What follows belongs to an exercise in optimizing a design on an open flow for small area, a short achievable clock period and few clock cycles per item; a production flow would make more cautious choices. Function was checked by simulation only, so behaviour that the tests miss may differ from the original.

Setup of harbor:
// dnn_relu_fix12
module dnn_relu_fix12
     (input     logic                       clk,
      input     logic                       rst,
      input     logic                       start,
      input     logic                       reset,
      input     logic   signed      [11:0]  mem_data,
      output    logic   unsigned    [15:0]  mem_addr,
      output    logic                       done,
      output    logic               [119:0] out);
clock: 14.0 ns
lec_check: 0
cap_margin: 20
core_margin: 2
core_utilization: 70
cts_cluster_diameter: 100
cts_cluster_size: 24
slew_margin: 20
standard.sh (not shown) runs the stock make flow with config.mk's settings and CLKGATE_MAP_FILE= SYNTH_SCRIPT=/design/flow/synth_recipe.tcl, a recipe that flattens the netlist after the stock synthesis.
==> flow/flow/run.sh <==
#!/bin/bash
set -euo pipefail
export BUFFER_PORTS_ARGS="-buffer_cell sky130_fd_sc_hd__buf_2"
export CTS_ARGS="-sink_clustering_enable -repair_clock_nets -sink_clustering_size 24 -sink_clustering_max_diameter 100 -dont_use_dummy_load"
bash standard.sh finish > flow_make.log 2>&1
Testbench counts of harbor, summed over its fixed seeds: cycles 146,314, items 48.
#### Input delta (yarrow over harbor)
--- a/flow/design.v
+++ b/flow/design.v
@@ -586,20 +586,22 @@
     endfunction
     logic [2:0]  mode;
     logic [8:0]  n;         
     logic [13:0] wrow;      
     logic [4:0]  wcnt;      
     logic [4:0]  ph;        
+    logic [4:0]  jn;        
     logic        clr;       
     logic [3:0]  kcnt;      
     logic [15:0] ma_q;      
     logic        start_q, reset_q;
     logic        wv_d, wv_m, wv_p;             
     logic        bv_d;                         
     logic        l2v_d, l2v_m, l2v_p;          
     logic        l2l_d, l2l_m, l2l_p;          
+    logic        fin_d, fin_m, fin_p;          
     logic signed [11:0] d_q;     
     logic signed [11:0] na;      
     logic signed [11:0] cur_a;   
     logic signed [11:0] p_q;     
     logic [24:0][11:0]  ring;
     logic [9:0][10:0]   ob;
@@ -608,13 +610,13 @@
     always_comb begin : OUTW
         integer q;
         for (q = 0; q < 10; q = q + 1) out[12*q +: 12] = {1'b0, ob[q]};
     end
     wire        pend   = (n != 9'd0) && (na != 12'sd0);
     wire [4:0]  ph_inc = (ph == 5'd24) ? 5'd0 : ph + 5'd1;
-    wire [4:0]  jn     = (ph >= 5'd21) ? ph - 5'd21 : ph + 5'd4;
+    wire [4:0]  jn_inc = (jn == 5'd24) ? 5'd0 : jn + 5'd1;
     wire [15:0] waddr  = {2'b00, wrow} + {11'd0, jn};
     always_ff @(posedge clk or posedge rst) begin : CTRL
         if (rst) begin
             mode  <= M_IDLE;
             done  <= 1'b0;
             start_q <= 1'b0;
@@ -626,12 +628,15 @@
             l2v_d <= 1'b0;
             l2v_m <= 1'b0;
             l2v_p <= 1'b0;
             l2l_d <= 1'b0;
             l2l_m <= 1'b0;
             l2l_p <= 1'b0;
+            fin_d <= 1'b0;
+            fin_m <= 1'b0;
+            fin_p <= 1'b0;
         end else begin
             start_q <= start;
             reset_q <= reset;
             if (reset) done <= 1'b0;
             wv_d  <= (mode == M_L1W);
             wv_m  <= wv_d;
@@ -640,20 +645,23 @@
             l2v_d <= (mode == M_L2);
             l2v_m <= l2v_d;
             l2v_p <= l2v_m;
             l2l_d <= (mode == M_L2) && (ph == 5'd24);
             l2l_m <= l2l_d;
             l2l_p <= l2l_m;
+            fin_d <= (mode == M_L2) && (ph == 5'd24) && (kcnt == 4'd9);
+            fin_m <= fin_d;
+            fin_p <= fin_m;
             case (mode)
                 M_IDLE:  if (start_q) mode <= M_L1A;
                 M_L1A:   if (pend) mode <= M_L1W;
                          else if (n == 9'd401) mode <= M_BIAS;
                 M_L1W:   if (wcnt == 5'd24) mode <= (n == 9'd401) ? M_BIAS : M_L1A;
                 M_BIAS:  if (wcnt >= 5'd9 && ph == 5'd24) mode <= M_L2;
                 M_L2:    if (ph == 5'd24 && kcnt == 4'd9) mode <= M_FLUSH;
-                M_FLUSH: if (l2l_p) begin
+                M_FLUSH: if (fin_p) begin
                              mode <= M_DONE;
                              done <= 1'b1;
                          end
                 M_DONE:  if (reset_q) mode <= M_IDLE;
                 default: mode <= M_IDLE;
             endcase
@@ -678,18 +686,20 @@
             default: ;
         endcase
     end
     always_ff @(posedge clk) begin : CNT
         ma_q <= a_next;
         ph <= ph_inc;
-        if (ph == 5'd12) clr <= 1'b0;
+        jn <= jn_inc;
+        if (ph == 5'd24) clr <= 1'b0;
         case (mode)
             M_IDLE: begin
                 n      <= 9'd0;
                 wrow   <= 14'd376;
-                ph     <= 5'd13;
+                ph     <= 5'd0;
+                jn     <= 5'd4;
                 clr    <= 1'b1;
             end
             M_L1A: begin
                 wcnt <= 5'd0;
                 if (!pend && n != 9'd401) begin
                     n      <= n + 9'd1;
[summary]
- Diff yarrow..harbor | global-route congestion overflow total | unchanged
- Between yarrow and harbor, the difference in share of the clock period used by the worst path is negligible.
- Delta (yarrow minus harbor): mean post-synth cell area saw an increase; final clock skew saw a decrease; CTS clock-pin slew for the worst setup and hold paths saw little to no change.
- yarrow: post-synthesis instance area is 79 µm² higher than what harbor reported.
- For yarrow, the uppermost signal routing layer after detailed routing was met5, unlike harbor, where it was met4.
Testbench counts of yarrow, summed over its fixed seeds: cycles 146,938, items 48.

==> afterwards: timing with drivers on the ports <==
How much do the figures lean on ideal ports? The routed layouts below were timed once more, with nothing changed but the port constraints. Step 1 (the two cells are an assumption about what drives the block):
set clk [get_ports {clk}]
set_driving_cell -lib_cell sky130_fd_sc_hd__clkbuf_16 $clk
set_driving_cell -lib_cell sky130_fd_sc_hd__buf_2 [delete_from_list [all_inputs] $clk]
Step 2, shift: input delay + t, output delay - t, t = (earliest + latest rising clock arrival at the registers) / 2. This alone moves slack from input paths to output paths. Three values: ideal ports, drivers, drivers and shift; two values: the first two.
run	shift t [ns]	slack for setup (ns)	worst slew at a driven data input, ns
harbor	0.611	9.959 / 9.906 / 10.409	0.04
yarrow	0.621	9.959 / 9.904 / 10.361	0.08
After both steps setup and hold are still met in every run listed.
